Source: an optimization exercise on an open RTL-to-GDS flow (aim: small area). Production flows keep margins and buffers that such runs may drop.
The RTL was checked by simulation tests, not by an equivalence proof against the original design.
No activity file was given, so power comes from the tool's default toggle rates.

File: flow/flow/run.sh
#!/bin/bash
# Own flow: the standard layout (standard.sh, unchanged synthesis,
# floorplan, power grid, placement and routing) with two settings passed
# to ORFS through its own variables:
#  - port buffers made of the smallest buffer cell (every input and
#    output port still gets its own buffer).
# Each tool's full output is in the ORFS logs under orfs/logs/; make's own
# output goes to standard.log in this folder.
set -euo pipefail
export CTS_ARGS="-sink_clustering_enable -repair_clock_nets -dont_use_dummy_load -sink_clustering_size 18 -sink_clustering_max_diameter 60 -buf_list sky130_fd_sc_hd__clkbuf_8"
export BUFFER_PORTS_ARGS="-buffer_cell sky130_fd_sc_hd__buf_1"
bash standard.sh > standard.log 2>&1
File: flow/standard.sh
#!/bin/bash
# synth_recipe.tcl (not shown) runs the flow's synth.tcl, then flattens the netlist and writes it again
# the make line also repeats each setting of config.mk as NAME=value (left out here)
make -C /OpenROAD-flow-scripts/flow DESIGN_CONFIG=/design/flow/config.mk WORK_HOME=/design/flow/orfs CLKGATE_MAP_FILE= SYNTH_SCRIPT=/design/flow/synth_recipe.tcl "${@:-finish}"
File: flow/config.mk
export PLATFORM = sky130hd
export DESIGN_NAME = algo_top
export DESIGN_NICKNAME = algo_top
export VERILOG_FILES = /design/flow/design.v
export SDC_FILE = /design/flow/constraint.sdc
export NUM_CORES = 4
export LEC_CHECK = 0
export CAP_MARGIN = 0
export CORE_MARGIN = 2
export CORE_UTILIZATION = 75
export SLEW_MARGIN = 0
File: flow/constraint.sdc
create_clock -name core_clock -period 10.0 [get_ports {sclk}]
set_input_delay 2.0000 -clock core_clock [delete_from_list [all_inputs] [get_ports {sclk}]]
set_output_delay 2.0000 -clock core_clock [all_outputs]
set_load 0.01 [all_outputs]
File: flow/design.v
`timescale      1ns/1ns
module buf0 #(
	parameter W     = 2,
	parameter DEPTH = 640
) (
	input		CLK,
	input		en,
	input		en_n,
	input	[W-1:0]	D,
	output	[W-1:0]	Q0,
	output	[W-1:0]	Q1
);
reg	[W*DEPTH-1:0]	sr;
wire	[W*DEPTH-1:0]	prev = {sr[W*DEPTH-W-1:0], D};
always @(posedge CLK) begin
	sr <= ~((prev | {W*DEPTH{en_n}}) & (sr | {W*DEPTH{en}}));
end
assign Q0 = sr[W*DEPTH-1 -: W];
assign Q1 = sr[W*DEPTH-W-1 -: W];
endmodule
`timescale      1ns/1ns
module line_buffer (
	input	clock,
	input	clken,
	input	clken_n,
	input	p,
	input	shiftin,
	output	vor,
	output	vor_next
);
wire	[1:0]	q0, q1;
wire	[1:0]	head = q0 ^ {p, p};
reg	[1:0]	aged;
wire	[1:0]	nxt = shiftin ? 2'b01 : aged;
always @(*) begin
	case (head)
	2'b01:   aged = 2'b10;
	2'b10:   aged = 2'b11;
	default: aged = 2'b00;
	endcase
end
buf0 #(.W(2), .DEPTH(640)) ring (
	.CLK	(clock		),
	.en	(clken		),
	.en_n	(clken_n	),
	.D	(nxt ^ {p, p}	),
	.Q0	(q0		),
	.Q1	(q1		)
);
assign vor      = |(q0 ^ {p, p});
assign vor_next = |(q1 ^ {p, p});
endmodule
`timescale      1ns/1ns
module RGB2Ycbcr (
	input	[15:0]	pix,
	output		mask
);
wire	[4:0]	R = pix[15:11];
wire	[5:0]	G = pix[10:5];
wire	[4:0]	B = pix[4:0];
wire	[8:0]	a = {3'b0, B, 1'b0} + {4'b0, B} - {4'b0, R} - {3'b0, G} - 9'd40;
wire	[8:0]	t = {1'b0, G, 2'b0} + {3'b0, G} + {3'b0, B, 1'b0} - {1'b0, R, 3'b0} - {2'b0, R, 2'b0} - 9'd1;
assign mask = ~a[8] && (t <= 9'd140);
endmodule
`timescale      1ns/1ns
module Cor_alg (
	input		sclk,
	input		p,
	input		en1,
	input		en1_n,
	input		en3,
	input		x1,
	output	reg	flag
);
wire	vh, vn;
wire	v = en1 ? vn : vh;
reg	v1, v2, v3;
line_buffer cor_buffer_inst (
	.clock		(sclk	),
	.clken		(en1	),
	.clken_n	(en1_n	),
	.p		(p	),
	.shiftin	(x1	),
	.vor		(vh	),
	.vor_next	(vn	)
);
always @(posedge sclk) begin
	v1 <= v;
	v2 <= v1;
	v3 <= v2;
end
always @(posedge sclk) begin
	flag <= en3 & (v1 | v2 | v3);
end
endmodule
`timescale      1ns/1ns
module Exp_alg (
	input		sclk,
	input		p,
	input		en0,
	input		en0_n,
	input		en3,
	input		x,
	output	reg	flag
);
wire	z;
reg	z1, z2, z3;
line_buffer exp_buffer_inst (
	.clock		(sclk	),
	.clken		(en0	),
	.clken_n	(en0_n	),
	.p		(p	),
	.shiftin	(~x	),
	.vor		(z	),
	.vor_next	(	)
);
always @(posedge sclk) begin
	z1 <= z;
	z2 <= z1;
	z3 <= z2;
end
always @(posedge sclk) begin
	flag <= ~(en3 & (z1 | z2 | z3));
end
endmodule
`timescale      1ns/1ns
module Boundary_extraction (
	input			sclk,
	input			vsync_i,
	input			vsync_i_nx,
	input			data_en_i,
	input			data_en_i_r1,
	input			bound_data_i,
	output	wire	[15:0]	valid_num,
	output	wire	[31:0]	x_coor,
	output	wire	[31:0]	y_coor,
	output	wire		coor_valid_flag
);
reg			data_en_i_pos;
reg	[15:0]		valid_num_cnt;
reg			valid_flag;
reg	[26:0]		x_coor_all;
reg	[26:0]		y_coor_all;
reg	[8:0]		row_cnt;
reg	[9:0]		col_cnt;
wire	hit = data_en_i & bound_data_i;
wire	clr = vsync_i & ~vsync_i_nx;
always @(posedge sclk) begin
	data_en_i_pos <= ~data_en_i_r1 & data_en_i;
end
always @(posedge sclk) begin
	row_cnt       <= (row_cnt + data_en_i_pos) & {9{~clr}};
	col_cnt       <= (col_cnt + 1'b1) & {10{data_en_i}};
	valid_num_cnt <= (valid_num_cnt + hit) & {16{~clr}};
	valid_flag    <= (valid_flag | (valid_num_cnt >= 16'd1500)) & ~clr;
	x_coor_all    <= (x_coor_all + (col_cnt & {10{hit}})) & {27{~clr}};
	y_coor_all    <= (y_coor_all + (row_cnt & {9{hit}})) & {27{~clr}};
end
assign x_coor    = {5'd0, x_coor_all};
assign y_coor    = {5'd0, y_coor_all};
assign valid_num = valid_num_cnt;
assign coor_valid_flag = valid_flag;
endmodule
`timescale      1ns/1ns
module  algo_top(
        input                   sclk                    ,
        input                   s_rst_n                 ,
        input                   vsync_i                 ,
        input                   hsync_i                 ,
        input   [15 : 0]        data_i                  ,
        input   [1 : 0]         sel                     ,
        input                   data_en                 ,
        output  reg             vsync_o                 ,
        output  reg             hsync_o                 ,
        output  wire [15 : 0]   rgb565                  ,
        output  wire    [15 : 0]   valid_num            ,
        output  wire    [31 : 0]   x_coor               ,
        output  wire    [31 : 0]   y_coor               ,
        output  wire            coor_valid_flag
);
reg     [1:0]   state;
reg     [15:0]  out_r;           
assign  rgb565 = out_r;
reg     [15:0]  pix_r;           
reg             mask_r;          
reg             mask_r2;         
reg             ed1_n;           
reg             ed4_n;           
reg             pol;             
reg     [10:1]  vd;              
reg     [10:1]  hd;              
reg     [7:1]   ed;              
wire            mask;
wire            cor_flag;
wire            exp_flag;
always @(posedge sclk) begin
        state <= sel;
end
always @(posedge sclk) begin
        pix_r  <= data_i;
        mask_r <= mask;
        mask_r2 <= mask_r;
        ed1_n  <= ~data_en;
        ed4_n  <= ~ed[3];
        vd     <= {vd[9:1], vsync_i};
        hd     <= {hd[9:1], hsync_i};
        ed     <= {ed[6:1], data_en};
end
always @(posedge sclk or negedge s_rst_n) begin
        if (s_rst_n == 1'b0)
                pol <= 1'b0;
        else
                pol <= ~pol;
end
RGB2Ycbcr RGB2Ycbcr_inst (
        .pix    (pix_r  ),
        .mask   (mask   )
);
Cor_alg Cor_alg_inst (
        .sclk   (sclk           ),
        .p      (pol            ),
        .en1    (ed[1]          ),
        .en1_n  (ed1_n          ),
        .en3    (ed[3]          ),
        .x1     (mask_r2        ),
        .flag   (cor_flag       )
);
Exp_alg Exp_alg_inst (
        .sclk   (sclk           ),
        .p      (pol            ),
        .en0    (ed[4]          ),
        .en0_n  (ed4_n          ),
        .en3    (ed[7]          ),
        .x      (cor_flag       ),
        .flag   (exp_flag       )
);
Boundary_extraction Boundary_extraction_inst (
        .sclk           (sclk           ),
        .vsync_i        (vd[6]          ),
        .vsync_i_nx     (vd[5]          ),
        .data_en_i      (ed[4]          ),
        .data_en_i_r1   (ed[5]          ),
        .bound_data_i   (cor_flag       ),
        .valid_num      (valid_num      ),
        .x_coor         (x_coor         ),
        .y_coor         (y_coor         ),
        .coor_valid_flag(coor_valid_flag)
);
wire    bit_sel = (state == 2'b01) ? mask_r :
                  (state == 2'b10) ? cor_flag : exp_flag;
always @(posedge sclk) begin
        case (state)
        2'b00: begin out_r <= pix_r;         vsync_o <= vsync_i; hsync_o <= hsync_i; end
        2'b01: begin out_r <= {16{bit_sel}}; vsync_o <= vd[2];   hsync_o <= hd[2];   end
        2'b10: begin out_r <= {16{bit_sel}}; vsync_o <= vd[6];   hsync_o <= hd[6];   end
        default: begin out_r <= {16{bit_sel}}; vsync_o <= vd[10]; hsync_o <= hd[10]; end
        endcase
end
endmodule
==> flow_summary.ini, run 1 <==
[sta]
final-max-slew-violation-count = 0
period_needed_ps = 4070
grt_setup_unrepaired = no
skew_ps = 43.9
fin_setup_tns_ps = 0
finalSetupViolCount = 0
fin_crit_sh = 0.407
setup_ws_ps = 5930
worst_slew_pin_slew_ps = 1260
relSlewSlack = 0.153
max_freq_mhz = 245
holdWs_ps = 336
finalHoldViolCount = 0

[grt]
grt_max_degree = 296
grt_pass1_wl_um = 197000
gr-total-overflow = 0
grt_pass1_vias = 43900
track_usage = 0.208
antenna_found_initial = 2

[synthesis]
synthMuxAreaShare = 0.00112
yosys.area.top_type_share = 0.708
synth.yosys.seq_area_share = 0.708
netlist_area_um2 = 77100
synth-simple-area-share = 0.0167
synth_xor_area_frac = 0.00841
avgSynthCellArea_um2 = 11.9
netlist_top_cells_count = 2726 x dfxtp_1, 2560 x o22ai_1, 549 x clkbuf_1
synthFlopType = dfxtp_1
yosysTopAreaCell = dfxtp_1
ys_top_cells_by_area = dfxtp_1 71%, o22ai_1 21%, clkbuf_1 2.7%
yosysMostFrequentCell = dfxtp_1
synth-compound-area-share = 0.219
netlist_instances = 6483
yosysWarnings = 6
synth_top_family_by_area = compound AO/OA/AOI/OAI gates
synth_cell_types = 56
synthAdderAreaFrac = 0.0146
synthArstFlopShare = 0.000367
synth-seq-cells = 2727
synth_edf_count = 0

[place]
dpl-instance-area_um2 = 77400
port_buffers = 111
hpwlAfterDp_um = 62000
placedCellCount = 7402
place_ws_ps = 6070
gp_congestion = 0.796

[setup_path]
cp.arrival_ps = 4750
worstPathRequired_ps = 10670
critPathMaxFanout = 295
startpoint_type = register
ff2ff_setup_slack_ps = 5930
critPathKind = reg -> reg
cp-end-kind = register

[layout]
instances_no_fill = 7576
synthToLayoutAreaGrowth_pct = 3.43
final_util = 0.783
final_area_um2 = 79800
nets = 6309
drive_gt1_frac = 0.0359

[clock_network]
ctsResizeCount = 0
numClockSinks = 2727
clockBufferDepth = 3
root_buffer = clkbuf_8
clkTransAtPathRegs_ps = 100
cts_buffers = 171
htreeDepth = 4
cts_tree = done
clk_latency_ps = 860
post_cts_buffers = 0
post_cts_hold_buffer_count = 0

[detailed_routing]
routed_wl_um = 112000
drt_iter0_drc = 2561
firstDrtPassIters = 7
via_per_inst = 6.13
route.detailed.drc = 0
num_vias = 46500
wire_per_inst_um = 14.8
ant_nets = 0

[die]
dieArea_um2 = 105000
initial_utilization = 0.757
dieHeight_um = 325
rows = 117
dieWidth_um = 325
ios = 122
coreArea_um2 = 102000

[power_and_ir_drop]
ir_drop_mv = 0.199
finalPower_mw = 19.5
p_leak_nw = 29.9
p_per_area_nw_per_um2 = 244

[worst_hold_path]
hp-class = reg -> reg

[run_status]
outcome = no timing/DRC/antenna violations

[run]
maxCapViolCount = 0
[layout make-up]
type / instances / area (um^2)
repair buffers: 142 / 812
multi-input cells: 3108 / 20000
diodes: 3 / 7.51
well taps: 1368 / 1710
flip-flops and latches: 2727 / 54600
clock buffers: 171 / 2350
inverters: 57 / 214
fillers: 6557 / 22100
[critical path, stage by stage, from the launching register on]
cell,delay [ps]
dfxtp_4,850
buf_4,800
buf_12,770
buf_12,810
o22ai_1,220
[power breakdown]
group	switching (mW)	leakage, nW	internal, mW	total [mW]
clock	2.94	1.23	1.54	4.48
sequential	0.881	23.0	12.5	13.4
combinational	0.730	5.72	0.834	1.56
[worst paths after layout]
check | start | end | cells after the start
setup reg to reg | ed[4] | Exp_alg_inst.exp_buffer_inst.ring.sr[510] | 4
setup / recovery | ed[4] | Exp_alg_inst.exp_buffer_inst.ring.sr[510] | 4
hold reg to reg | hd[1] | hd[2] | 0
hold / removal | hd[1] | hd[2] | 0
max in group asynchronous | s_rst_n | pol | 1
min in group asynchronous | s_rst_n | pol | 1
[registers in the layout (all words and copies together) (netlist names), 2 cells and up]
| signal | cells |
|---|---|
| Boundary_extraction_inst.col_cnt | 10 |
| Cor_alg_inst.cor_buffer_inst.ring.sr | 1280 |
| Boundary_extraction_inst.valid_num_cnt | 16 |
| Boundary_extraction_inst.y_coor_all | 27 |
| ed | 7 |
| Exp_alg_inst.exp_buffer_inst.ring.sr | 1280 |
| pix_r | 16 |
| state | 2 |
| vd | 10 |
| hd | 10 |
| Boundary_extraction_inst.x_coor_all | 27 |
| out_r | 16 |
| Boundary_extraction_inst.row_cnt | 9 |
[cells in the final DEF (no fill, tap or decap), drive strengths merged, types with 2 or more instances in the layout]
master / netlist / layout
dfxtp: 2726 / 2726
o22ai: 2560 / 2560
clkbuf: 549 / 171
buf: 51 / 142
nor2: 78 / 78
ha: 61 / 61
inv: 57 / 57
xnor2: 51 / 51
a21oi: 34 / 34
a21o: 32 / 32
nand2: 30 / 30
nand3: 29 / 29
and3: 28 / 28
o21ai: 24 / 24
xor2: 23 / 23
nor3: 19 / 19
fa: 18 / 18
and2: 18 / 18
nand4: 10 / 10
a211oi: 10 / 10
conb: 1 / 10
nor4: 8 / 8
or3: 7 / 7
nor2b: 7 / 7
o21a: 6 / 6
nand2b: 4 / 4
or4: 4 / 4
a31oi: 4 / 4
nor3b: 4 / 4
a21boi: 4 / 4
diode: 0 / 3
mux2i: 3 / 3
o31ai: 3 / 3
o21bai: 3 / 3
nor4b: 2 / 2
or2: 2 / 2
mux4: 2 / 2
[per-layer routing]
metal  track usage  vias to the layer above  part of all wire
li1              -                    24100                 -
met1         0.282                    21800              0.50
met2         0.352                      357              0.46
met3        0.0314                      163             0.025
met4        0.0559                        0             0.018
met5             0                        -                 0
[logic make-up (layout without fill, tap and decap cells)]
kind of cell,count (synthesis),count (layout)
xor gates and xnor gates,74,74
DFF,2727,2727
other,1,13
AOI/OAI and AO/OA,2688,2688
buffers and inverters,657,370
adders and majority gates,79,79
muxes,6,6
and+or+nand+nor,251,251
==> inputs of run 2 (changes only) <==
--- a/flow/config.mk
+++ b/flow/config.mk
@@ -6,6 +6,9 @@
 export NUM_CORES = 4
 export LEC_CHECK = 0
-export CAP_MARGIN = 0
+export CAP_MARGIN = 20
 export CORE_MARGIN = 2
-export CORE_UTILIZATION = 75
-export SLEW_MARGIN = 0
+export CORE_UTILIZATION = 70
+export CTS_BUF_LIST = sky130_fd_sc_hd__clkbuf_8
+export CTS_CLUSTER_DIAMETER = 60
+export CTS_CLUSTER_SIZE = 20
+export SLEW_MARGIN = 20
==> run 2 against run 1 <==
First-iteration DRC count is 3.8% higher. Synthesized cell count is the same. Largest cell class unchanged. Still clean. Clock skew rose by 15 ps. Critical path depth unchanged. Register-to-register slack gained 140 ps. Wire length is 1.3% lower. Power fell by 0.12%.
==> flow_summary.ini, run 2 <==
[clock_network]
root_buffer = clkbuf_8
clkTransAtPathRegs_ps = 100
ctsResizeCount = 0
htreeDepth = 4
post_cts_hold_buffer_count = 0
cts_buffers = 171
cts_tree = done
numClockSinks = 2727
post_cts_buffers = 0
clockBufferDepth = 3
clk_latency_ps = 850

[sta]
final-max-slew-violation-count = 0
holdWs_ps = 334
skew_ps = 59.2
fin_crit_sh = 0.393
finalHoldViolCount = 0
period_needed_ps = 3930
grt_setup_unrepaired = no
max_freq_mhz = 254
fin_setup_tns_ps = 0
finalSetupViolCount = 0
relSlewSlack = 0.243
worst_slew_pin_slew_ps = 1140
setup_ws_ps = 6070

[setup_path]
worstPathRequired_ps = 10670
critPathMaxFanout = 267
critPathKind = reg -> reg
ff2ff_setup_slack_ps = 6070
cp.arrival_ps = 4610
cp-end-kind = register
startpoint_type = register

[layout]
instances_no_fill = 7625
final_util = 0.732
layout_common_cells = 2722 x dfxtp_1, 2560 x o22ai_1, 171 x clkbuf_8
layout.area.seq_um2 = 54600
multi_input_area_um2 = 20000
layout_commonest_cell = dfxtp_1
final_area_um2 = 79800
drive_gt1_frac = 0.0369
synthToLayoutAreaGrowth_pct = 3.55
reg_top3 = Cor_alg_inst.cor_buffer_inst.ring.sr (1280), Exp_alg_inst.exp_buffer_inst.ring.sr (1280)
nFillCells = 7682
nets = 6314

[synthesis]
yosysWarnings = 6
synth_edf_count = 0
synth-seq-cells = 2727
netlist_area_um2 = 77100
synthFlopType = dfxtp_1
netlist_top_cells_count = 2726 x dfxtp_1, 2560 x o22ai_1, 549 x clkbuf_1
ys_top_cells_by_area = dfxtp_1 71%, o22ai_1 21%, clkbuf_1 2.7%
synthArstFlopShare = 0.000367
avgSynthCellArea_um2 = 11.9
yosys.area.top_type_share = 0.708
yosysTopAreaCell = dfxtp_1
netlist_instances = 6483
synth_cell_types = 56
synth.yosys.seq_area_share = 0.708
yosysMostFrequentCell = dfxtp_1

[worst_hold_path]
hp-class = reg -> reg

[place]
gp_congestion = 0.791
dpl-instance-area_um2 = 77500
placedCellCount = 7452
place_ws_ps = 6140
port_buffers = 111
hpwlAfterDp_um = 60200

[grt]
gr-total-overflow = 0
grt_pass1_wl_um = 195000
grt_max_degree = 268
grt_pass1_vias = 43400
track_usage = 0.194
antenna_found_initial = 1

[detailed_routing]
met2_length_um = 48300
drt_iter0_drc = 2659
top_layer_used = met4
num_vias = 46200
routed_wl_um = 111000
ant_nets = 0
via_per_inst = 6.06
wire_per_inst_um = 14.5
firstDrtPassIters = 6
wl_met3_um = 2880
route.detailed.drc = 0
wl_met1_um = 57300

[power_and_ir_drop]
p_per_area_nw_per_um2 = 243
finalPower_mw = 19.4
p_leak_nw = 29.9
ir_drop_mv = 0.183

[die]
dieArea_um2 = 113000
rows = 121
initial_utilization = 0.707
dieHeight_um = 336
coreArea_um2 = 109000
ios = 122
dieWidth_um = 336

[run_status]
outcome = no timing/DRC/antenna violations

[run]
maxCapViolCount = 0
run 2: where the power goes:
group	total [mW]	switching, mW	leakage [nW]	internal (mW)
Clock	4.48	2.94	1.23	1.54
Sequential	13.4	0.868	23.0	12.5
Combinational	1.56	0.722	5.74	0.836
run 2: final timing paths:
kind                            startpoint                                        end  depth (start not counted)
worst max-delay path                 ed[4]  Exp_alg_inst.exp_buffer_inst.ring.sr[766]                          4
worst min-delay path                 hd[1]                                      hd[2]                          0
worst max register to register       ed[4]  Exp_alg_inst.exp_buffer_inst.ring.sr[766]                          4
worst min register to register       hd[1]                                      hd[2]                          0
max in group asynchronous          s_rst_n                                        pol                          1
min in group asynchronous          s_rst_n                                        pol                          1
run 2: logic make-up after synthesis:
logic type / Yosys count / synth area share
other: 1 / 0.0000486
XOR/XNOR: 74 / 0.00841
multiplexers: 6 / 0.00112
flip-flops: 2727 / 0.708
buffers and inverters: 657 / 0.0326
AND/OR/NAND/NOR: 251 / 0.0167
AO/OA/AOI/OAI: 2688 / 0.219
adder cells (fa/ha/maj): 79 / 0.0146
run 2: layout make-up:
cell class | instances | area share
inverter | 57 | 0.00268
clock buffer | 171 | 0.0295
timing repair buffer | 147 | 0.0106
tap | 1414 | 0.0222
multi-input combinational | 3108 | 0.251
antenna | 1 | 0.0000313
sequential | 2727 | 0.684
run 2: per-layer routing:
layer  GRT usage  up-vias
met2       0.318      324
li1            -    24100
met3      0.0311      182
met1       0.269    21600
met5           0        -
met4      0.0541        0
run 2: worst max-delay path: stages (launching register included):
cell	delay (ps)
dfxtp_4	880
buf_4	810
buf_12	750
buf_4	890
o22ai_1	210
==> inputs of run 3 (changes only) <==
--- a/flow/design.v
+++ b/flow/design.v
@@ -56,10 +56,244 @@
 	output		mask
 );
-wire	[4:0]	R = pix[15:11];
-wire	[5:0]	G = pix[10:5];
-wire	[4:0]	B = pix[4:0];
-wire	[8:0]	a = {3'b0, B, 1'b0} + {4'b0, B} - {4'b0, R} - {3'b0, G} - 9'd40;
-wire	[8:0]	t = {1'b0, G, 2'b0} + {3'b0, G} + {3'b0, B, 1'b0} - {1'b0, R, 3'b0} - {2'b0, R, 2'b0} - 9'd1;
-assign mask = ~a[8] && (t <= 9'd140);
+  wire new_n18, new_n19, new_n20, new_n21, new_n22, new_n23, new_n24,
+    new_n25, new_n26, new_n27, new_n28, new_n29, new_n30, new_n31, new_n32,
+    new_n33, new_n34, new_n35, new_n36, new_n37, new_n38, new_n39, new_n40,
+    new_n41, new_n42, new_n43, new_n44, new_n45, new_n46, new_n47, new_n48,
+    new_n49, new_n50, new_n51, new_n52, new_n53, new_n54, new_n55, new_n56,
+    new_n57, new_n58, new_n59, new_n60, new_n61, new_n62, new_n63, new_n64,
+    new_n65, new_n66, new_n67, new_n68, new_n69, new_n70, new_n71, new_n72,
+    new_n73, new_n74, new_n75, new_n76, new_n77, new_n78, new_n79, new_n80,
+    new_n81, new_n82, new_n83, new_n84, new_n85, new_n86, new_n87, new_n88,
+    new_n89, new_n90, new_n91, new_n92, new_n93, new_n94, new_n95, new_n96,
+    new_n97, new_n98, new_n99, new_n100, new_n101, new_n102, new_n103,
+    new_n104, new_n105, new_n106, new_n107, new_n108, new_n109, new_n110,
+    new_n111, new_n112, new_n113, new_n114, new_n115, new_n116, new_n117,
+    new_n118, new_n119, new_n120, new_n121, new_n122, new_n123, new_n124,
+    new_n125, new_n126, new_n127, new_n128, new_n129, new_n130, new_n131,
+    new_n132, new_n133, new_n134, new_n135, new_n136, new_n137, new_n138,
+    new_n139, new_n140, new_n141, new_n142, new_n143, new_n144, new_n145,
+    new_n146, new_n147, new_n148, new_n149, new_n150, new_n151, new_n152,
+    new_n153, new_n154, new_n155, new_n156, new_n157, new_n158, new_n159,
+    new_n160, new_n161, new_n162, new_n163, new_n164, new_n165, new_n166,
+    new_n167, new_n168, new_n169, new_n170, new_n171, new_n172, new_n173,
+    new_n174, new_n175, new_n176, new_n177, new_n178, new_n179, new_n180,
+    new_n181, new_n182, new_n183, new_n184, new_n185, new_n186, new_n187,
+    new_n188, new_n189, new_n190, new_n191, new_n192, new_n193, new_n194,
+    new_n195, new_n196, new_n197, new_n198, new_n199, new_n200, new_n201,
+    new_n202, new_n203, new_n204, new_n205, new_n206, new_n207, new_n208,
+    new_n209, new_n210, new_n211, new_n212, new_n213, new_n214, new_n215,
+    new_n216, new_n217, new_n218, new_n219, new_n220, new_n221, new_n222,
+    new_n223, new_n224, new_n225, new_n226, new_n227;
+  assign new_n18 = ~pix[3] & ~pix[13];
+  assign new_n19 = pix[3] & pix[13];
+  assign new_n20 = ~new_n18 & ~new_n19;
+  assign new_n21 = ~pix[11] & pix[12];
+  assign new_n22 = ~pix[1] & ~pix[12];
+  assign new_n23 = pix[1] & pix[12];
+  assign new_n24 = ~new_n22 & ~new_n23;
+  assign new_n25 = pix[11] & new_n24;
+  assign new_n26 = ~new_n21 & ~new_n25;
+  assign new_n27 = ~pix[2] & ~pix[6];
+  assign new_n28 = pix[11] & new_n22;
+  assign new_n29 = ~new_n27 & ~new_n28;
+  assign new_n30 = new_n26 & new_n29;
+  assign new_n31 = pix[2] & pix[6];
+  assign new_n32 = ~new_n21 & new_n31;
+  assign new_n33 = ~new_n22 & new_n32;
+  assign new_n34 = pix[12] & ~new_n31;
+  assign new_n35 = ~pix[11] & new_n34;
+  assign new_n36 = new_n27 & new_n28;
+  assign new_n37 = ~new_n35 & ~new_n36;
+  assign new_n38 = ~new_n33 & new_n37;
+  assign new_n39 = ~new_n30 & new_n38;
+  assign new_n40 = new_n20 & new_n39;
+  assign new_n41 = ~new_n20 & ~new_n39;
+  assign new_n42 = ~new_n40 & ~new_n41;
+  assign new_n43 = ~pix[7] & ~pix[9];
+  assign new_n44 = pix[7] & pix[9];
+  assign new_n45 = ~new_n43 & ~new_n44;
+  assign new_n46 = ~new_n42 & new_n45;
+  assign new_n47 = new_n42 & ~new_n45;
+  assign new_n48 = ~new_n46 & ~new_n47;
+  assign new_n49 = ~new_n27 & ~new_n31;
+  assign new_n50 = ~new_n26 & new_n49;
+  assign new_n51 = new_n26 & ~new_n49;
+  assign new_n52 = ~new_n50 & ~new_n51;
+  assign new_n53 = ~pix[8] & new_n52;
+  assign new_n54 = ~new_n48 & ~new_n53;
+  assign new_n55 = ~pix[0] & ~pix[6];
+  assign new_n56 = pix[1] & ~pix[11];
+  assign new_n57 = ~pix[1] & pix[11];
+  assign new_n58 = ~new_n56 & ~new_n57;
+  assign new_n59 = ~new_n55 & ~new_n58;
+  assign new_n60 = pix[7] & new_n59;
+  assign new_n61 = ~pix[5] & ~new_n60;
+  assign new_n62 = pix[0] & pix[6];
+  assign new_n63 = ~pix[7] & ~new_n62;
+  assign new_n64 = new_n58 & new_n63;
+  assign new_n65 = ~new_n61 & ~new_n64;
+  assign new_n66 = ~new_n54 & ~new_n65;
+  assign new_n67 = ~pix[5] & ~pix[7];
+  assign new_n68 = new_n55 & new_n58;
+  assign new_n69 = new_n67 & new_n68;
+  assign new_n70 = ~new_n48 & ~new_n69;
+  assign new_n71 = pix[8] & ~new_n52;
+  assign new_n72 = ~new_n62 & ~new_n71;
+  assign new_n73 = pix[5] & new_n60;
+  assign new_n74 = ~new_n71 & ~new_n73;
+  assign new_n75 = ~new_n53 & ~new_n74;
+  assign new_n76 = ~new_n72 & new_n75;
+  assign new_n77 = ~new_n70 & ~new_n76;
+  assign new_n78 = ~new_n66 & ~new_n77;
+  assign new_n79 = pix[4] & ~pix[8];
+  assign new_n80 = pix[12] & pix[13];
+  assign new_n81 = ~pix[12] & ~pix[13];
+  assign new_n82 = ~new_n80 & ~new_n81;
+  assign new_n83 = ~new_n20 & new_n82;
+  assign new_n84 = pix[14] & ~new_n83;
+  assign new_n85 = ~pix[14] & new_n83;
+  assign new_n86 = ~new_n84 & ~new_n85;
+  assign new_n87 = ~new_n79 & new_n86;
+  assign new_n88 = new_n79 & ~new_n86;
+  assign new_n89 = ~new_n87 & ~new_n88;
+  assign new_n90 = ~pix[10] & new_n89;
+  assign new_n91 = ~new_n21 & ~new_n40;
+  assign new_n92 = ~new_n34 & ~new_n91;
+  assign new_n93 = ~pix[12] & new_n27;
+  assign new_n94 = pix[12] & new_n20;
+  assign new_n95 = ~new_n93 & ~new_n94;
+  assign new_n96 = ~new_n39 & new_n95;
+  assign new_n97 = ~new_n92 & ~new_n96;
+  assign new_n98 = ~new_n43 & ~new_n46;
+  assign new_n99 = ~new_n97 & new_n98;
+  assign new_n100 = new_n90 & ~new_n99;
+  assign new_n101 = new_n97 & ~new_n98;
+  assign new_n102 = ~pix[14] & ~pix[15];
+  assign new_n103 = ~new_n80 & ~new_n102;
+  assign new_n104 = pix[8] & ~new_n86;
+  assign new_n105 = ~pix[13] & ~pix[14];
+  assign new_n106 = pix[4] & new_n105;
+  assign new_n107 = ~new_n83 & new_n106;
+  assign new_n108 = ~new_n104 & ~new_n107;
+  assign new_n109 = pix[9] & ~new_n108;
+  assign new_n110 = ~pix[9] & new_n108;
+  assign new_n111 = ~new_n109 & ~new_n110;
+  assign new_n112 = new_n103 & new_n111;
+  assign new_n113 = ~new_n103 & ~new_n111;
+  assign new_n114 = ~new_n112 & ~new_n113;
+  assign new_n115 = ~new_n101 & ~new_n114;
+  assign new_n116 = pix[10] & ~new_n89;
+  assign new_n117 = ~new_n115 & ~new_n116;
+  assign new_n118 = ~new_n100 & ~new_n117;
+  assign new_n119 = ~new_n59 & new_n67;
+  assign new_n120 = ~new_n65 & new_n68;
+  assign new_n121 = ~new_n119 & ~new_n120;
+  assign new_n122 = ~new_n74 & new_n121;
+  assign new_n123 = new_n54 & new_n122;
+  assign new_n124 = ~new_n118 & ~new_n123;
+  assign new_n125 = ~new_n78 & new_n124;
+  assign new_n126 = ~new_n99 & new_n114;
+  assign new_n127 = new_n90 & ~new_n115;
+  assign new_n128 = ~new_n126 & ~new_n127;
+  assign new_n129 = ~new_n125 & new_n128;
+  assign new_n130 = ~pix[14] & ~new_n108;
+  assign new_n131 = ~pix[15] & new_n130;
+  assign new_n132 = ~pix[10] & new_n108;
+  assign new_n133 = ~new_n80 & ~new_n132;
+  assign new_n134 = pix[14] & ~new_n133;
+  assign new_n135 = ~pix[9] & ~pix[10];
+  assign new_n136 = ~new_n130 & ~new_n135;
+  assign new_n137 = ~new_n134 & new_n136;
+  assign new_n138 = ~new_n131 & ~new_n137;
+  assign new_n139 = ~new_n129 & new_n138;
+  assign new_n140 = ~pix[15] & ~new_n128;
+  assign new_n141 = new_n53 & ~new_n82;
+  assign new_n142 = ~new_n121 & new_n141;
+  assign new_n143 = new_n48 & new_n142;
+  assign new_n144 = ~new_n138 & ~new_n143;
+  assign new_n145 = ~new_n124 & new_n144;
+  assign new_n146 = ~new_n140 & new_n145;
+  assign new_n147 = ~pix[0] & ~new_n22;
+  assign new_n148 = ~pix[13] & ~new_n147;
+  assign new_n149 = ~pix[1] & ~new_n148;
+  assign new_n150 = ~pix[2] & pix[14];
+  assign new_n151 = ~new_n23 & ~new_n147;
+  assign new_n152 = ~pix[2] & ~pix[13];
+  assign new_n153 = new_n151 & new_n152;
+  assign new_n154 = ~pix[3] & ~pix[14];
+  assign new_n155 = pix[3] & pix[14];
+  assign new_n156 = ~new_n154 & ~new_n155;
+  assign new_n157 = pix[2] & pix[13];
+  assign new_n158 = ~new_n151 & new_n157;
+  assign new_n159 = ~new_n156 & ~new_n158;
+  assign new_n160 = ~new_n153 & new_n159;
+  assign new_n161 = ~pix[1] & ~new_n160;
+  assign new_n162 = pix[1] & new_n160;
+  assign new_n163 = ~new_n152 & ~new_n157;
+  assign new_n164 = new_n156 & ~new_n163;
+  assign new_n165 = ~new_n162 & ~new_n164;
+  assign new_n166 = ~new_n161 & new_n165;
+  assign new_n167 = pix[3] & new_n166;
+  assign new_n168 = ~new_n150 & ~new_n167;
+  assign new_n169 = ~new_n149 & ~new_n168;
+  assign new_n170 = pix[2] & ~pix[14];
+  assign new_n171 = ~new_n150 & ~new_n170;
+  assign new_n172 = new_n149 & new_n171;
+  assign new_n173 = ~pix[15] & ~new_n172;
+  assign new_n174 = ~new_n169 & new_n173;
+  assign new_n175 = pix[9] & ~new_n174;
+  assign new_n176 = pix[4] & ~pix[10];
+  assign new_n177 = ~pix[3] & ~new_n162;
+  assign new_n178 = new_n170 & ~new_n177;
+  assign new_n179 = new_n149 & new_n150;
+  assign new_n180 = pix[3] & pix[4];
+  assign new_n181 = ~pix[15] & new_n180;
+  assign new_n182 = ~new_n179 & new_n181;
+  assign new_n183 = ~new_n178 & ~new_n182;
+  assign new_n184 = new_n176 & ~new_n183;
+  assign new_n185 = ~pix[3] & pix[9];
+  assign new_n186 = new_n184 & ~new_n185;
+  assign new_n187 = ~new_n151 & new_n163;
+  assign new_n188 = new_n151 & ~new_n163;
+  assign new_n189 = ~new_n187 & ~new_n188;
+  assign new_n190 = ~pix[5] & ~pix[11];
+  assign new_n191 = ~pix[0] & new_n190;
+  assign new_n192 = pix[6] & ~new_n191;
+  assign new_n193 = pix[5] & pix[11];
+  assign new_n194 = pix[0] & new_n193;
+  assign new_n195 = ~new_n192 & ~new_n194;
+  assign new_n196 = new_n24 & ~new_n195;
+  assign new_n197 = pix[6] & new_n193;
+  assign new_n198 = ~pix[6] & new_n190;
+  assign new_n199 = ~pix[0] & ~new_n24;
+  assign new_n200 = ~new_n198 & new_n199;
+  assign new_n201 = ~new_n197 & ~new_n200;
+  assign new_n202 = ~new_n196 & new_n201;
+  assign new_n203 = new_n189 & new_n202;
+  assign new_n204 = pix[7] & ~new_n203;
+  assign new_n205 = ~new_n189 & ~new_n202;
+  assign new_n206 = ~new_n204 & ~new_n205;
+  assign new_n207 = ~pix[8] & new_n166;
+  assign new_n208 = new_n206 & new_n207;
+  assign new_n209 = ~new_n186 & ~new_n208;
+  assign new_n210 = ~new_n175 & ~new_n209;
+  assign new_n211 = pix[4] & ~pix[9];
+  assign new_n212 = new_n174 & new_n211;
+  assign new_n213 = ~new_n184 & ~new_n212;
+  assign new_n214 = pix[8] & ~new_n166;
+  assign new_n215 = ~new_n206 & new_n214;
+  assign new_n216 = ~new_n213 & ~new_n215;
+  assign new_n217 = ~new_n210 & ~new_n216;
+  assign new_n218 = ~new_n131 & ~new_n183;
+  assign new_n219 = ~new_n176 & ~new_n218;
+  assign new_n220 = pix[13] & pix[14];
+  assign new_n221 = ~pix[15] & ~new_n220;
+  assign new_n222 = ~new_n105 & ~new_n220;
+  assign new_n223 = ~new_n135 & ~new_n222;
+  assign new_n224 = ~new_n221 & ~new_n223;
+  assign new_n225 = ~new_n219 & ~new_n224;
+  assign new_n226 = ~new_n217 & new_n225;
+  assign new_n227 = ~new_n146 & new_n226;
+  assign mask = ~new_n139 & new_n227;
 endmodule
 `timescale      1ns/1ns
--- a/flow/flow/run.sh
+++ b/flow/flow/run.sh
@@ -8,5 +8,5 @@
 # output goes to standard.log in this folder.
 set -euo pipefail
-export CTS_ARGS="-sink_clustering_enable -repair_clock_nets -dont_use_dummy_load -sink_clustering_size 18 -sink_clustering_max_diameter 60 -buf_list sky130_fd_sc_hd__clkbuf_8"
+export CTS_ARGS="-sink_clustering_enable -repair_clock_nets -dont_use_dummy_load -sink_clustering_size 30 -sink_clustering_max_diameter 45 -buf_list sky130_fd_sc_hd__clkbuf_8 -sink_clustering_buffer sky130_fd_sc_hd__clkbuf_16"
 export BUFFER_PORTS_ARGS="-buffer_cell sky130_fd_sc_hd__buf_1"
 bash standard.sh > standard.log 2>&1
==> run 3 against run 2 <==
First-iteration DRC count is 1.1% lower. Synthesized cell count is 0.31% lower. Design area is 1.6% higher. Die area is 0.53% lower. Sequential power hardly changed. Clock-buffer cell count is 2 higher. Via count is 0.46% higher. Highest routed layer unchanged.
==> flow_summary.ini, run 3 <==
[power_and_ir_drop]
p_leak_nw = 30.4
ir_drop_mv = 0.170
p_per_area_nw_per_um2 = 257

[detailed_routing]
drt_iter0_drc = 2629
ant_nets = 0
wire_per_inst_um = 14.9
routed_wl_um = 113000
route.detailed.drc = 0
via_per_inst = 6.11
firstDrtPassIters = 5
num_vias = 46400

[die]
dieArea_um2 = 112000
ios = 122
dieHeight_um = 335
initial_utilization = 0.706
rows = 121
coreArea_um2 = 109000
dieWidth_um = 335

[setup_path]
worstPathCellList = buf_1
startpoint_type = register
critical_path.top_delay_family = flip-flops
cp.arrival_ps = 1510
ff2ff_setup_slack_ps = 6510
crit_buf_inv = 1
cp_slowest_stage_delay_ps = 430
critPathKind = reg -> out
worstPathRequired_ps = 8000
cp-end-kind = output pin
critPathMaxFanout = 6
slowest_stage = dfxtp_1

[synthesis]
yosysWarnings = 6
synth.yosys.seq_area_share = 0.712
synthArstFlopShare = 0.000367
synthFlopType = dfxtp_1
synth-seq-cells = 2727
synth_cell_types = 64
avgSynthCellArea_um2 = 11.9
netlist_instances = 6463
yosysTopAreaCell = dfxtp_1
netlist_area_um2 = 76700
yosysMostFrequentCell = dfxtp_1
netlist_top_cells_count = 2726 x dfxtp_1, 2561 x o22ai_1, 558 x clkbuf_1
yosys.area.top_type_share = 0.712
synth_edf_count = 0
ys_top_cells_by_area = dfxtp_1 71%, o22ai_1 21%, clkbuf_1 2.7%

[clock_network]
ctsResizeCount = 0
root_buffer = clkbuf_8
htreeDepth = 4
clk_latency_ps = 940
clkTransAtPathRegs_ps = 90
numClockSinks = 2727
post_cts_buffers = 0
post_cts_hold_buffer_count = 0
cts_buffers = 173
clockBufferDepth = 3
cts_tree = done

[worst_hold_path]
hp-class = reg -> reg

[run]
maxCapViolCount = 0

[layout]
synthToLayoutAreaGrowth_pct = 5.81
nets = 6248
drive_gt1_frac = 0.0367
reg_top3 = Cor_alg_inst.cor_buffer_inst.ring.sr (1280), Exp_alg_inst.exp_buffer_inst.ring.sr (1280)
layout_common_cells = 2722 x dfxtp_1, 2561 x o22ai_1, 156 x clkbuf_16
layout_commonest_cell = dfxtp_1

[sta]
finalHoldViolCount = 0
grt_setup_unrepaired = no
finalSetupViolCount = 0
skew_ps = 66.7
fin_setup_tns_ps = 0
max_freq_mhz = 285
holdWs_ps = 335
period_needed_ps = 3510
fin_crit_sh = 0.351
final-max-slew-violation-count = 0
relSlewSlack = 0.165
worst_slew_pin_slew_ps = 1250

[grt]
track_usage = 0.198
grt_pass1_vias = 43500
gr-total-overflow = 0
grt_pass1_wl_um = 197000
grt_max_degree = 287
antenna_found_initial = 2

[place]
hpwlAfterDp_um = 60300
gp_congestion = 0.799
port_buffers = 111

[run_status]
outcome = no timing/DRC/antenna violations
==> run 3: changes by cell type after synthesis, moves of 10 or more <==
cell | before | now
or3_1 | 7 | 25
fa_1 | 18 | 3
nor2b_1 | 7 | 21
ha_1 | 61 | 40
a21oi_1 | 33 | 47
xnor2_1 | 51 | 37
a21o_1 | 32 | 22
inv_1 | 57 | 32
==> run 3: metrics by stage <==
step	std cells	area, um^2	total power [mW]	utilization	setup slack [ps]
2_1_floorplan	6472	76700	14.7	-	6780
3_3_place_gp	7420	77000	15.0	0.708	6540
5_1_grt	7597	81200	21.9	0.747	6110
6_report	7597	81200	20.9	0.747	6490
4_1_cts	7593	81100	21.1	0.746	6380
3_5_place_dp	7420	77000	15.1	0.708	6450
==> run 3: worst paths after layout <==
| path | start | to | depth (start not counted) |
|---|---|---|---|
| setup / recovery | Boundary_extraction_inst.x_coor_all[10] | x_coor[10] | 1 |
| hold / removal | vd[4] | vd[5] | 0 |
| setup reg to reg | Cor_alg_inst.flag | Boundary_extraction_inst.x_coor_all[23] | 10 |
| hold reg to reg | vd[4] | vd[5] | 0 |
| max in group asynchronous | s_rst_n | pol | 1 |
| min in group asynchronous | s_rst_n | pol | 1 |
==> run 3: cell families after synthesis <==
| logic type | synth area share |
|---|---|
| mux | 0.00113 |
| simple gates | 0.0181 |
| fa+ha+maj | 0.00798 |
| compound gates | 0.220 |
| xor+xnor | 0.00848 |
| buf+inv | 0.0320 |
| flops | 0.712 |
| other cells | 0.0000489 |
==> run 3: metal layers <==
| metal | part of all wire | track usage | vias up | wire, um |
|---|---|---|---|---|
| met5 | 0 | 0 | - | 0 |
| met4 | 0.019 | 0.0544 | 0 | 2140 |
| met1 | 0.51 | 0.271 | 21900 | 57500 |
| li1 | - | - | 24100 | - |
| met2 | 0.45 | 0.327 | 317 | 51000 |
| met3 | 0.024 | 0.0304 | 168 | 2680 |
==> run 3: final cells by class <==
cell class	count	area, um^2
Antenna cell	3	7.51
Sequential cell	2727	54600
Multi-Input combinational cell	3106	19700
Fill cell	7446	27500
Timing Repair Buffer	142	820
Tap cell	1414	1770
Clock buffer	173	4140
Inverter	32	120
==> run 3: worst reg2reg max path, stage by stage (launching register included) <==
cell,delay (ps)
dfxtp_1,690
and3_1,280
ha_1,240
a21o_1,180
a21oi_1,220
o21bai_1,110
a2111o_1,450
a31oi_1,780
nor3_1,170
xnor2_1,190
nor2_1,50
==> run 3: power breakdown <==
group / leakage, nW / switching [mW] / internal (mW) / total (mW)
Sequential: 23.0 / 0.884 / 12.5 / 13.4
Combinational: 5.40 / 0.679 / 0.789 / 1.47
Clock: 2.04 / 3.13 / 2.88 / 6.01
==> inputs of run 4 (changes only) <==
--- a/flow/flow/run.sh
+++ b/flow/flow/run.sh
@@ -8,5 +8,5 @@
 # output goes to standard.log in this folder.
 set -euo pipefail
-export CTS_ARGS="-sink_clustering_enable -repair_clock_nets -dont_use_dummy_load -sink_clustering_size 30 -sink_clustering_max_diameter 45 -buf_list sky130_fd_sc_hd__clkbuf_8 -sink_clustering_buffer sky130_fd_sc_hd__clkbuf_16"
+export CTS_ARGS="-sink_clustering_enable -repair_clock_nets -dont_use_dummy_load -sink_clustering_size 20 -sink_clustering_max_diameter 50 -buf_list sky130_fd_sc_hd__clkbuf_8"
 export BUFFER_PORTS_ARGS="-buffer_cell sky130_fd_sc_hd__buf_1"
 bash standard.sh > standard.log 2>&1
==> run 4 against run 3 <==
Synthesized area is the same. Synthesized cell count did not move. Clock-buffer cell count fell by 2. Combinational power hardly changed. Flip-flop and latch count did not move. Worst hold slack worse by 21 ps. Clock skew decreased by 7.9 ps. Wire length fell by 1.8%. Final cell count is essentially flat.
==> flow_summary.ini, run 4 <==
[run_status]
outcome = no timing/DRC/antenna violations

[setup_path]
cp_num_cells = 10
crit_buf_inv = 0
slowest_stage = a31oi_1
cp_slowest_stage_delay_ps = 790
r2r_cells = 10
worstPathCellList = and3_1, ha_1, a21o_1, a21oi_1, o21bai_1, a2111o_1, a31oi_1, nor3_1, xnor2_1, nor2_1
startpoint_type = register
critical_path.top_delay_family = compound AO/OA/AOI/OAI gates
cp.arrival_ps = 4220
cp-end-kind = register
worstPathRequired_ps = 10690
critPathKind = reg -> reg
critPathMaxFanout = 23

[grt]
grt_pass1_wl_um = 194000
grt_max_degree = 287
grt_pass1_vias = 43000
antenna_found_initial = 1
gr-total-overflow = 0
track_usage = 0.194

[synthesis]
synthFlopType = dfxtp_1
synth-seq-cells = 2727
synth_edf_count = 0
synthArstFlopShare = 0.000367
yosysWarnings = 6
synth_cell_types = 64
netlist_instances = 6463
yosysMostFrequentCell = dfxtp_1
netlist_top_cells_count = 2726 x dfxtp_1, 2561 x o22ai_1, 558 x clkbuf_1
synth.yosys.seq_area_share = 0.712
yosysTopAreaCell = dfxtp_1
yosys.area.top_type_share = 0.712
avgSynthCellArea_um2 = 11.9
netlist_area_um2 = 76700
ys_top_cells_by_area = dfxtp_1 71%, o22ai_1 21%, clkbuf_1 2.7%

[clock_network]
cts_buffers = 171
clk_latency_ps = 860
ctsResizeCount = 0
numClockSinks = 2727
clockBufferDepth = 3
post_cts_hold_buffer_count = 0
clkTransAtPathRegs_ps = 110
root_buffer = clkbuf_8
post_cts_buffers = 0
cts_tree = done
htreeDepth = 4

[power_and_ir_drop]
switching_share = 0.232
p_per_area_nw_per_um2 = 244
p_int_mw = 14.8
p_leak_nw = 29.6
pwr-share-comb = 0.076
finalPower_mw = 19.3
power_frac_seq = 0.693
p_sw_mw = 4.48
ir_drop_mv = 0.162
clkPwrFrac = 0.232

[sta]
fin_setup_tns_ps = 0
relSlewSlack = 0.162
setup_ws_ps = 6470
fin_crit_sh = 0.353
holdWs_ps = 314
finalSetupViolCount = 0
skew_ps = 58.8
period_needed_ps = 3530
final-max-slew-violation-count = 0
max_freq_mhz = 283
worst_slew_pin_slew_ps = 1260
finalHoldViolCount = 0
grt_setup_unrepaired = no

[place]
placedCellCount = 7420
gp_congestion = 0.799
place_ws_ps = 6450
port_buffers = 111
hpwlAfterDp_um = 60300
dpl-instance-area_um2 = 77000

[die]
initial_utilization = 0.706
dieHeight_um = 335
rows = 121
ios = 122
coreArea_um2 = 109000
dieArea_um2 = 112000
dieWidth_um = 335

[detailed_routing]
via_per_inst = 6.09
wire_per_inst_um = 14.7
firstDrtPassIters = 5
ant_nets = 0
drt_iter0_drc = 2513
num_vias = 46200
routed_wl_um = 111000
route.detailed.drc = 0

[layout]
final_util = 0.730
nets = 6245
instances_no_fill = 7592
reg_top3 = Cor_alg_inst.cor_buffer_inst.ring.sr (1280), Exp_alg_inst.exp_buffer_inst.ring.sr (1280)
nFillCells = 7683
layout_commonest_cell = dfxtp_1
drive_gt1_frac = 0.0363
final_area_um2 = 79300
layout_common_cells = 2722 x dfxtp_1, 2561 x o22ai_1, 171 x clkbuf_8
synthToLayoutAreaGrowth_pct = 3.46

[worst_hold_path]
hp-class = reg -> reg
worstHoldPathCells = 0

[run]
maxCapViolCount = 0
## run 4: area by class of cell
class                      instances  area, um^2  share of cell area
clock buffer                     171        2350              0.0297
sequential                      2727       54600               0.688
inverter                          32         120             0.00151
tap                             1414        1770              0.0223
timing repair buffer             141         803              0.0101
multi-input combinational       3106       19700               0.248
antenna                            1        2.50           0.0000315
## run 4: cell families after synthesis
logic type	share of synthesized area
adder cells (fa/ha/maj)	0.00798
buffers and inverters	0.0320
other	0.0000489
AND/OR/NAND/NOR	0.0181
XOR/XNOR	0.00848
multiplexers	0.00113
AO/OA/AOI/OAI	0.220
flip-flops	0.712
## run 4: worst reg2reg max path, cell delays in order (launching register included)
cell      delay (ps)
dfxtp_1          710
and3_1           290
ha_1             240
a21o_1           180
a21oi_1          220
o21bai_1         110
a2111o_1         450
a31oi_1          790
nor3_1           170
xnor2_1          190
nor2_1            50
## run 4: metal layers
metal | wire length, um | global-route usage
met5 | 0 | 0
met2 | 49200 | 0.315
met4 | 1910 | 0.0528
met3 | 2880 | 0.0303
met1 | 57400 | 0.272
## run 4: path summary, 6_finish.rpt
check                                   from  slack [ps]                                       to
min                                    hd[7]         310                                    hd[8]
max reg2reg                Cor_alg_inst.flag        6470  Boundary_extraction_inst.x_coor_all[23]
max                        Cor_alg_inst.flag        6470  Boundary_extraction_inst.x_coor_all[23]
max in group asynchronous            s_rst_n        8970                                      pol
min in group asynchronous            s_rst_n         920                                      pol
min reg2reg                            hd[7]         310                                    hd[8]
## run 4: power groups by stage
stage          combinational (mW)  sequential, mW  clock [mW]
6_report                     1.46            13.4        4.47
2_1_floorplan                1.28            13.4           0
3_5_place_dp                 1.47            13.6           0
3_3_place_gp                 1.37            13.6           0
4_1_cts                      1.47            13.4        4.67
5_1_grt                      1.65            13.6        5.05
==> inputs of run 5 (changes only) <==
--- a/flow/config.mk
+++ b/flow/config.mk
@@ -9,6 +9,4 @@
 export CORE_MARGIN = 2
 export CORE_UTILIZATION = 70
-export CTS_BUF_LIST = sky130_fd_sc_hd__clkbuf_8
-export CTS_CLUSTER_DIAMETER = 60
-export CTS_CLUSTER_SIZE = 20
+export PLACE_DENSITY = 0.8
 export SLEW_MARGIN = 20
==> run 5 against run 4 <==
Final cell count hardly changed. Global-route usage is 0.26 points higher. Fmax is 15% lower. Setup slack worse by 630 ps. Critical path type unchanged. Clock-buffer cell count is 5 lower. Sequential share of layout area hardly changed. Flip-flop and latch count stayed put. Largest power group unchanged.
==> flow_summary.ini, run 5 <==
[layout]
instances_no_fill = 7598
drive_gt1_frac = 0.0366
nets = 6247
reg_top3 = Cor_alg_inst.cor_buffer_inst.ring.sr (1280), Exp_alg_inst.exp_buffer_inst.ring.sr (1280)
final_area_um2 = 79300
layout_common_cells = 2722 x dfxtp_1, 2561 x o22ai_1, 166 x clkbuf_8
layout_commonest_cell = dfxtp_1
synthToLayoutAreaGrowth_pct = 3.45

[setup_path]
rr_startpoint = ed[4]
cp_slowest_stage_delay_ps = 700
critPathKind = reg -> reg
worst_path_most_repeated_cell = a21oi_1
cp-end-kind = register
ff2ff_setup_slack_ps = 5840
worstPathRequired_ps = 10660
slowest_stage = dfxtp_4
startpoint_type = register
rr_endpoint = Boundary_extraction_inst.y_coor_all[17]
r2r_cells = 11
cp.arrival_ps = 4810
worstPathCellList = buf_4, and3_1, ha_1, a21o_1, a21oi_1, o21bai_1, a2111o_1, a31o_2, a21oi_2, or3_1, a21oi_1
critPathMaxFanout = 84

[worst_hold_path]
hp-class = reg -> reg
hold_start = ed[2]
worstHoldPathCells = 0
min_to = ed[3]

[die]
initial_utilization = 0.706
dieWidth_um = 335
coreArea_um2 = 109000
ios = 122
rows = 121
dieHeight_um = 335
dieArea_um2 = 112000

[synthesis]
yosysTopAreaCell = dfxtp_1
synth_top_family_by_area = compound AO/OA/AOI/OAI gates
yosysWarnings = 6
synth_cell_types = 64
synth-compound-area-share = 0.220
ys_top_cells_by_area = dfxtp_1 71%, o22ai_1 21%, clkbuf_1 2.7%
netlist_top_cells_count = 2726 x dfxtp_1, 2561 x o22ai_1, 558 x clkbuf_1
synth_edf_count = 0
netlist_area_um2 = 76700
synthMuxAreaShare = 0.00113
synth_xor_area_frac = 0.00848
yosysMostFrequentCell = dfxtp_1
synth.yosys.seq_area_share = 0.712
synthArstFlopShare = 0.000367
synthAdderAreaFrac = 0.00798
synth-seq-cells = 2727
avgSynthCellArea_um2 = 11.9
synthFlopType = dfxtp_1
netlist_instances = 6463
synth-simple-area-share = 0.0181
yosys.area.top_type_share = 0.712

[detailed_routing]
route.detailed.drc = 0
wire_per_inst_um = 14.7
via_per_inst = 6.07
num_vias = 46100
routed_wl_um = 112000
ant_nets = 0
drt_iter0_drc = 2527
firstDrtPassIters = 5

[clock_network]
cts_buffers = 166
cts_tree = done
numClockSinks = 2727
clkTransAtPathRegs_ps = 110
root_buffer = clkbuf_8
post_cts_hold_buffer_count = 0
clk_latency_ps = 840
clockBufferDepth = 3
post_cts_buffers = 0
htreeDepth = 4
ctsResizeCount = 0

[sta]
grt_setup_unrepaired = no
setup_ws_ps = 5840
period_needed_ps = 4160
relSlewSlack = 0.221
max_freq_mhz = 241
fin_setup_tns_ps = 0
finalHoldViolCount = 0
final-max-slew-violation-count = 0
worst_slew_pin_slew_ps = 1170
fin_crit_sh = 0.416
finalSetupViolCount = 0
skew_ps = 50.5

[power_and_ir_drop]
p_per_area_nw_per_um2 = 243
ir_drop_mv = 0.172
p_leak_nw = 29.6

[run_status]
outcome = no timing/DRC/antenna violations

[place]
gp_congestion = 0.750
port_buffers = 111
hpwlAfterDp_um = 62200
place_ws_ps = 5920
dpl-instance-area_um2 = 77000
placedCellCount = 7425

[run]
maxCapViolCount = 0

[grt]
grt_pass1_wl_um = 196000
antenna_found_initial = 3
grt_pass1_vias = 43800
track_usage = 0.197
grt_max_degree = 294
gr-total-overflow = 0
==> run 5: cell counts after synthesis <==
Identical to the previous run, type by type.
==> run 5: logic make-up (layout without fill, tap and decap cells) <==
| family | Yosys count | in the layout |
|---|---|---|
| other | 1 | 15 |
| AND/OR/NAND/NOR | 271 | 271 |
| buffers and inverters | 639 | 346 |
| flip-flops | 2727 | 2727 |
| multiplexers | 6 | 6 |
| adder cells (fa/ha/maj) | 48 | 48 |
| AO/OA/AOI/OAI | 2700 | 2700 |
| XOR/XNOR | 71 | 71 |
==> run 5: layer usage <==
layer | GRT usage | share of wire
met1 | 0.268 | 0.51
met2 | 0.327 | 0.45
met3 | 0.0312 | 0.027
met4 | 0.0543 | 0.019
met5 | 0 | 0.000098
==> run 5: worst max-delay path by stage <==
stage                from                                       to  slack, ps  cells after the start
global route        ed[4]  Boundary_extraction_inst.y_coor_all[25]       5390                     11
finish              ed[4]  Boundary_extraction_inst.y_coor_all[17]       5840                     11
detailed placement  ed[4]  Boundary_extraction_inst.y_coor_all[13]       5920                     11
floorplan           ed[4]   Boundary_extraction_inst.y_coor_all[9]       6780                     14
CTS                 ed[4]  Boundary_extraction_inst.y_coor_all[13]       5860                     11
global placement    ed[4]  Boundary_extraction_inst.y_coor_all[19]       6000                     11
==> run 5: worst max-delay path: cells and delay by family (launching register included) <==
kind | cells | cell delay [ps]
compound gates | 7 | 1800
fa+ha+maj | 1 | 250
buf+inv | 1 | 680
flops | 1 | 700
simple gates | 2 | 530
==> run 5: report_power, final <==
| group | leakage [nW] | internal [mW] | switching (mW) |
|---|---|---|---|
| clock network | 1.19 | 1.50 | 2.93 |
| logic | 5.43 | 0.789 | 0.680 |
| registers | 23.0 | 12.5 | 0.882 |
==> run 5: cell type report <==
cell class / count / area, um^2
Multi-Input combinational cell: 3106 / 19700
Timing Repair Buffer: 148 / 855
Sequential cell: 2727 / 54600
Fill cell: 7410 / 29400
Inverter: 32 / 120
Tap cell: 1414 / 1770
Clock buffer: 166 / 2280
Antenna cell: 5 / 12.5
==> run 5: stage by stage <==
stage / hold WS, ps / utilization / total power, mW
floorplan: 310 / - / 14.7
global placement: 310 / 0.708 / 15.0
finish: 312 / 0.730 / 19.3
detailed placement: 312 / 0.708 / 15.1
global route: 317 / 0.730 / 20.3
CTS: 314 / 0.729 / 19.5
==> inputs of run 6 (changes only) <==
--- a/flow/config.mk
+++ b/flow/config.mk
@@ -6,7 +6,7 @@
 export NUM_CORES = 4
 export LEC_CHECK = 0
-export CAP_MARGIN = 20
+export CAP_MARGIN = 0
 export CORE_MARGIN = 2
-export CORE_UTILIZATION = 70
-export PLACE_DENSITY = 0.8
-export SLEW_MARGIN = 20
+export CORE_UTILIZATION = 75
+export PLACE_DENSITY = 0.9
+export SLEW_MARGIN = 0
==> run 6 against run 5 <==
Die area fell by 6.6%. Largest cell class unchanged. Worst hold slack improved by 1.8 ps. Design area fell by 0.16%. Flip-flop and latch count did not move. Wire length rose by 9.2%. Still clean. Critical endpoint is now Exp_alg_inst.exp_buffer_inst.ring.sr[772]. Synthesized cell count did not move.
==> flow_summary.ini, run 6 <==
[grt]
grt_max_degree = 294
grt_pass1_vias = 44600
gr-max-usage-layer = met2
grt_use_met3 = 0.0342
gr-total-overflow = 0
track_usage = 0.229
grt_pass1_wl_um = 209000
use_met1 = 0.323
antenna_found_initial = 1
use_met2 = 0.371

[sta]
finalHoldViolCount = 0
finalSetupViolCount = 0
final-max-slew-violation-count = 0
skew_ps = 73.7
period_needed_ps = 4410
fin_setup_tns_ps = 0
max_freq_mhz = 227
holdWs_ps = 314
grt_setup_unrepaired = no
worst_slew_pin_slew_ps = 1240
relSlewSlack = 0.176
fin_crit_sh = 0.441

[setup_path]
worstPathRequired_ps = 10710
startpoint_type = register
ff2ff_setup_slack_ps = 5590
worst_path_most_repeated_cell = buf_4
slowest_stage = buf_4
cp.arrival_ps = 5110
r2r_cells = 4
endpoint = Exp_alg_inst.exp_buffer_inst.ring.sr[772]
cp_slowest_stage_delay_ps = 1020
cp-end-kind = register
rr_startpoint = ed[4]
critPathKind = reg -> reg
critPathMaxFanout = 293
worstPathCellList = buf_12, buf_4, buf_4, o22ai_1
rr_endpoint = Exp_alg_inst.exp_buffer_inst.ring.sr[772]
crit_path_start = ed[4]

[power_and_ir_drop]
finalPower_mw = 19.4
ir_drop_mv = 0.188
p_per_area_nw_per_um2 = 245
p_leak_nw = 29.6

[die]
dieHeight_um = 324
ios = 122
initial_utilization = 0.755
rows = 117
dieWidth_um = 324
dieArea_um2 = 105000
coreArea_um2 = 102000

[synthesis]
synthFlopType = dfxtp_1
netlist_top_cells_count = 2726 x dfxtp_1, 2561 x o22ai_1, 558 x clkbuf_1
yosysTopAreaCell = dfxtp_1
synth-seq-cells = 2727
synth.yosys.seq_area_share = 0.712
yosysWarnings = 6
ys_top_cells_by_area = dfxtp_1 71%, o22ai_1 21%, clkbuf_1 2.7%
netlist_instances = 6463
synth_cell_types = 64
yosys.area.top_type_share = 0.712
yosysMostFrequentCell = dfxtp_1
synth_edf_count = 0
avgSynthCellArea_um2 = 11.9
synthArstFlopShare = 0.000367
netlist_area_um2 = 76700

[detailed_routing]
ant_nets = 0
drt_iter0_drc = 3200
wire_per_inst_um = 16.2
route.detailed.drc = 0
num_vias = 47200
via_per_inst = 6.26
routed_wl_um = 122000
firstDrtPassIters = 7

[worst_hold_path]
hold_start = vd[4]
hp-class = reg -> reg

[clock_network]
ctsResizeCount = 0
cts_buffers = 166
root_buffer = clkbuf_8
htreeDepth = 4
clk_latency_ps = 860
post_cts_buffers = 0
cts_tree = done
numClockSinks = 2727
clockBufferDepth = 3
clkTransAtPathRegs_ps = 110
post_cts_hold_buffer_count = 0

[place]
gp_congestion = 0.816
port_buffers = 111
hpwlAfterDp_um = 68400

[layout]
nFillCells = 5960
layout.area.seq_um2 = 54600
synthToLayoutAreaGrowth_pct = 3.29
multi_input_area_um2 = 19700
layout_commonest_cell = dfxtp_1
drive_gt1_frac = 0.0364
nets = 6247
layout_common_cells = 2722 x dfxtp_1, 2561 x o22ai_1, 166 x clkbuf_8
reg_top3 = Cor_alg_inst.cor_buffer_inst.ring.sr (1280), Exp_alg_inst.exp_buffer_inst.ring.sr (1280)

[run]
maxCapViolCount = 0

[run_status]
outcome = no timing/DRC/antenna violations
==> run 6: worst min-delay path by stage <==
| stage | to | cells after the start |
|---|---|---|
| 2_1_floorplan | ed[3] | 0 |
| 3_3_place_gp | vd[4] | 0 |
| 3_5_place_dp | hd[9] | 0 |
| 4_1_cts | vd[5] | 0 |
| 5_1_grt | vd[5] | 0 |
| 6_report | vd[5] | 0 |
==> run 6: cell families after synthesis <==
group,synth area share
buffers and inverters,0.0320
adder cells (fa/ha/maj),0.00798
AND/OR/NAND/NOR,0.0181
XOR/XNOR,0.00848
multiplexers,0.00113
AO/OA/AOI/OAI,0.220
flip-flops,0.712
other,0.0000489
==> run 6: area by class of cell <==
type,count,area share
Tap cell,1368,0.0216
Sequential cell,2727,0.689
Clock buffer,166,0.0288
Inverter,32,0.00152
Multi-Input combinational cell,3106,0.248
Timing Repair Buffer,148,0.0100
Antenna cell,4,0.000126
==> run 6: stage by stage <==
stage	setup WS [ps]	area [um^2]	util	cells
2_1_floorplan	6780	76700	-	6472
4_1_cts	5740	79200	0.780	7547
6_report	5590	79200	0.780	7551
5_1_grt	5170	79200	0.780	7551
3_5_place_dp	5770	76900	0.757	7381
3_3_place_gp	5920	76900	0.757	7381
==> run 6: metal layers <==
layer  up-vias  part of all wire
li1      24000                 -
met1     22500              0.47
met2       585              0.48
met3       170             0.031
met4         0             0.018
met5         -                 0
==> run 6: critical path: cells and delay by family, from the launching register on <==
kind / cells / cell delay, ps
buf+inv: 3 / 2650
flops: 1 / 990
compound gates: 1 / 240
==> run 6: power breakdown <==
part | internal, mW | switching [mW] | total, mW
clock | 1.50 | 2.98 | 4.47
combinational | 0.787 | 0.711 | 1.50
sequential | 12.5 | 0.938 | 13.5
==> inputs of run 7 (changes only) <==
==> flow/flow/run.sh (replaced) <==
#!/bin/bash
# Own flow: the standard layout (standard.sh, unchanged synthesis,
# floorplan, power grid, placement and routing) with two settings passed
# to ORFS through its own variables:
set -euo pipefail
export CTS_ARGS="-sink_clustering_enable -repair_clock_nets -dont_use_dummy_load -sink_clustering_size 20 -sink_clustering_max_diameter 50 -buf_list sky130_fd_sc_hd__clkbuf_8"
export BUFFER_PORTS_ARGS="-buffer_cell sky130_fd_sc_hd__buf_1"
bash standard.sh > standard.log 2>&1
==> run 7 against run 6 <==
Still clean. Clock-buffer cell count is the same. Fmax stayed put. Setup slack stayed put. Sequential power barely moved. Clock skew unchanged. Clock power about the same. Power stayed put. Largest power group unchanged. Highest routed layer unchanged.
==> flow_summary.ini, run 7 <==
[synthesis]
netlist_top_cells_count = 2726 x dfxtp_1, 2561 x o22ai_1, 558 x clkbuf_1
synth_top_family_by_area = compound AO/OA/AOI/OAI gates
ys_top_cells_by_area = dfxtp_1 71%, o22ai_1 21%, clkbuf_1 2.7%
synthFlopType = dfxtp_1
avgSynthCellArea_um2 = 11.9
synth_cell_types = 64
synth_xor_area_frac = 0.00848
synthMuxAreaShare = 0.00113
yosysTopAreaCell = dfxtp_1
synth_edf_count = 0
synthArstFlopShare = 0.000367
yosysMostFrequentCell = dfxtp_1
synth-simple-area-share = 0.0181
yosys.area.top_type_share = 0.712
synth-seq-cells = 2727

[die]
dieArea_um2 = 105000
coreArea_um2 = 102000
dieHeight_um = 324
rows = 117
ios = 122
initial_utilization = 0.755

[clock_network]
ctsResizeCount = 0
cts_buffers = 166
clk_latency_ps = 860
cts_tree = done
post_cts_buffers = 0
root_buffer = clkbuf_8

[power_and_ir_drop]
p_int_mw = 14.8
p_leak_nw = 29.6
finalPower_mw = 19.4
ir_drop_mv = 0.188
power_frac_seq = 0.693

[grt]
grt_max_degree = 294
grt_pass1_wl_um = 209000
gr-total-overflow = 0
track_usage = 0.229

[sta]
relSlewSlack = 0.176
skew_ps = 73.7
period_needed_ps = 4410
holdWs_ps = 314
worst_slew_pin_slew_ps = 1240
fin_crit_sh = 0.441
max_freq_mhz = 227
grt_setup_unrepaired = no
finalSetupViolCount = 0

[place]
dpl-instance-area_um2 = 76900
gp_congestion = 0.816
hpwlAfterDp_um = 68400

[detailed_routing]
num_vias = 47200
firstDrtPassIters = 7
route.detailed.drc = 0
routed_wl_um = 122000

[setup_path]
worstPathCellList = buf_12, buf_4, buf_4, o22ai_1
critical_path.top_delay_family = buffers and inverters
critPathMaxFanout = 293
worstPathRequired_ps = 10710
slowest_stage = buf_4
cp-end-kind = register
cp_slowest_stage_delay_ps = 1020
worst_path_most_repeated_cell = buf_4
cp.arrival_ps = 5110

[layout]
synthToLayoutAreaGrowth_pct = 3.29
final_util = 0.780
nFillCells = 5960
final_area_um2 = 79200
reg_top3 = Cor_alg_inst.cor_buffer_inst.ring.sr (1280), Exp_alg_inst.exp_buffer_inst.ring.sr (1280)
layout.area.seq_um2 = 54600
layout_common_cells = 2722 x dfxtp_1, 2561 x o22ai_1, 166 x clkbuf_8

[worst_hold_path]
hp-class = reg -> reg

[run]
maxCapViolCount = 0

[run_status]
outcome = no timing/DRC/antenna violations
==> run 7: cell counts after synthesis <==
Identical to the previous run, type by type.
==> run 7: area by class of cell <==
type | count | area share
clock buffers | 166 | 0.0288
diodes | 4 | 0.000126
inverters | 32 | 0.00152
repair buffers | 148 | 0.0100
flip-flops and latches | 2727 | 0.689
multi-input cells | 3106 | 0.248
well taps | 1368 | 0.0216
==> run 7: power by group through the flow <==
stage               clock network [mW]  logic (mW)  registers [mW]
floorplan                            0        1.28            13.4
global placement                     0        1.36            13.6
detailed placement                   0        1.49            13.7
CTS                               4.58        1.50            13.5
global route                      4.96        1.67            13.7
finish                            4.47        1.50            13.5
==> run 7: routing by layer <==
metal  share of wire  wire [um]  GRT usage  up-vias
li1                -          -          -    24000
met1            0.47      58000      0.323    22500
met2            0.48      58400      0.371      585
met3           0.031       3780     0.0342      170
met4           0.018       2150     0.0632        0
met5               0          0          0        -
==> run 7: metrics by stage <==
step | std cells | worst slack (ps)
floorplan | 6472 | 6780
global placement | 7381 | 5920
detailed placement | 7381 | 5770
CTS | 7547 | 5740
global route | 7551 | 5170
finish | 7551 | 5590
==> run 7: worst paths after layout <==
| check | startpoint | to | slack (ps) | depth (start not counted) |
|---|---|---|---|---|
| worst max-delay path | ed[4] | Exp_alg_inst.exp_buffer_inst.ring.sr[772] | 5590 | 4 |
| worst min-delay path | vd[4] | vd[5] | 310 | 0 |
| worst max register to register | ed[4] | Exp_alg_inst.exp_buffer_inst.ring.sr[772] | 5590 | 4 |
| worst min register to register | vd[4] | vd[5] | 310 | 0 |
| max in group asynchronous | s_rst_n | pol | 9040 | 1 |
| min in group asynchronous | s_rst_n | pol | 860 | 1 |
==> run 7: kinds of logic after synthesis <==
logic type               Yosys count
adder cells (fa/ha/maj)           48
flip-flops                      2727
other                              1
multiplexers                       6
AND/OR/NAND/NOR                  271
buffers and inverters            639
XOR/XNOR                          71
AO/OA/AOI/OAI                   2700

Re-timed with assumed drivers on the ports (clkbuf_16 on the clock, buf_2 on other inputs), run 7 has 5.593 ns of setup slack against 5.593 ns with ideal ports, and 5.593 ns once port delays also move by the mid clock arrival of 0.908 ns.
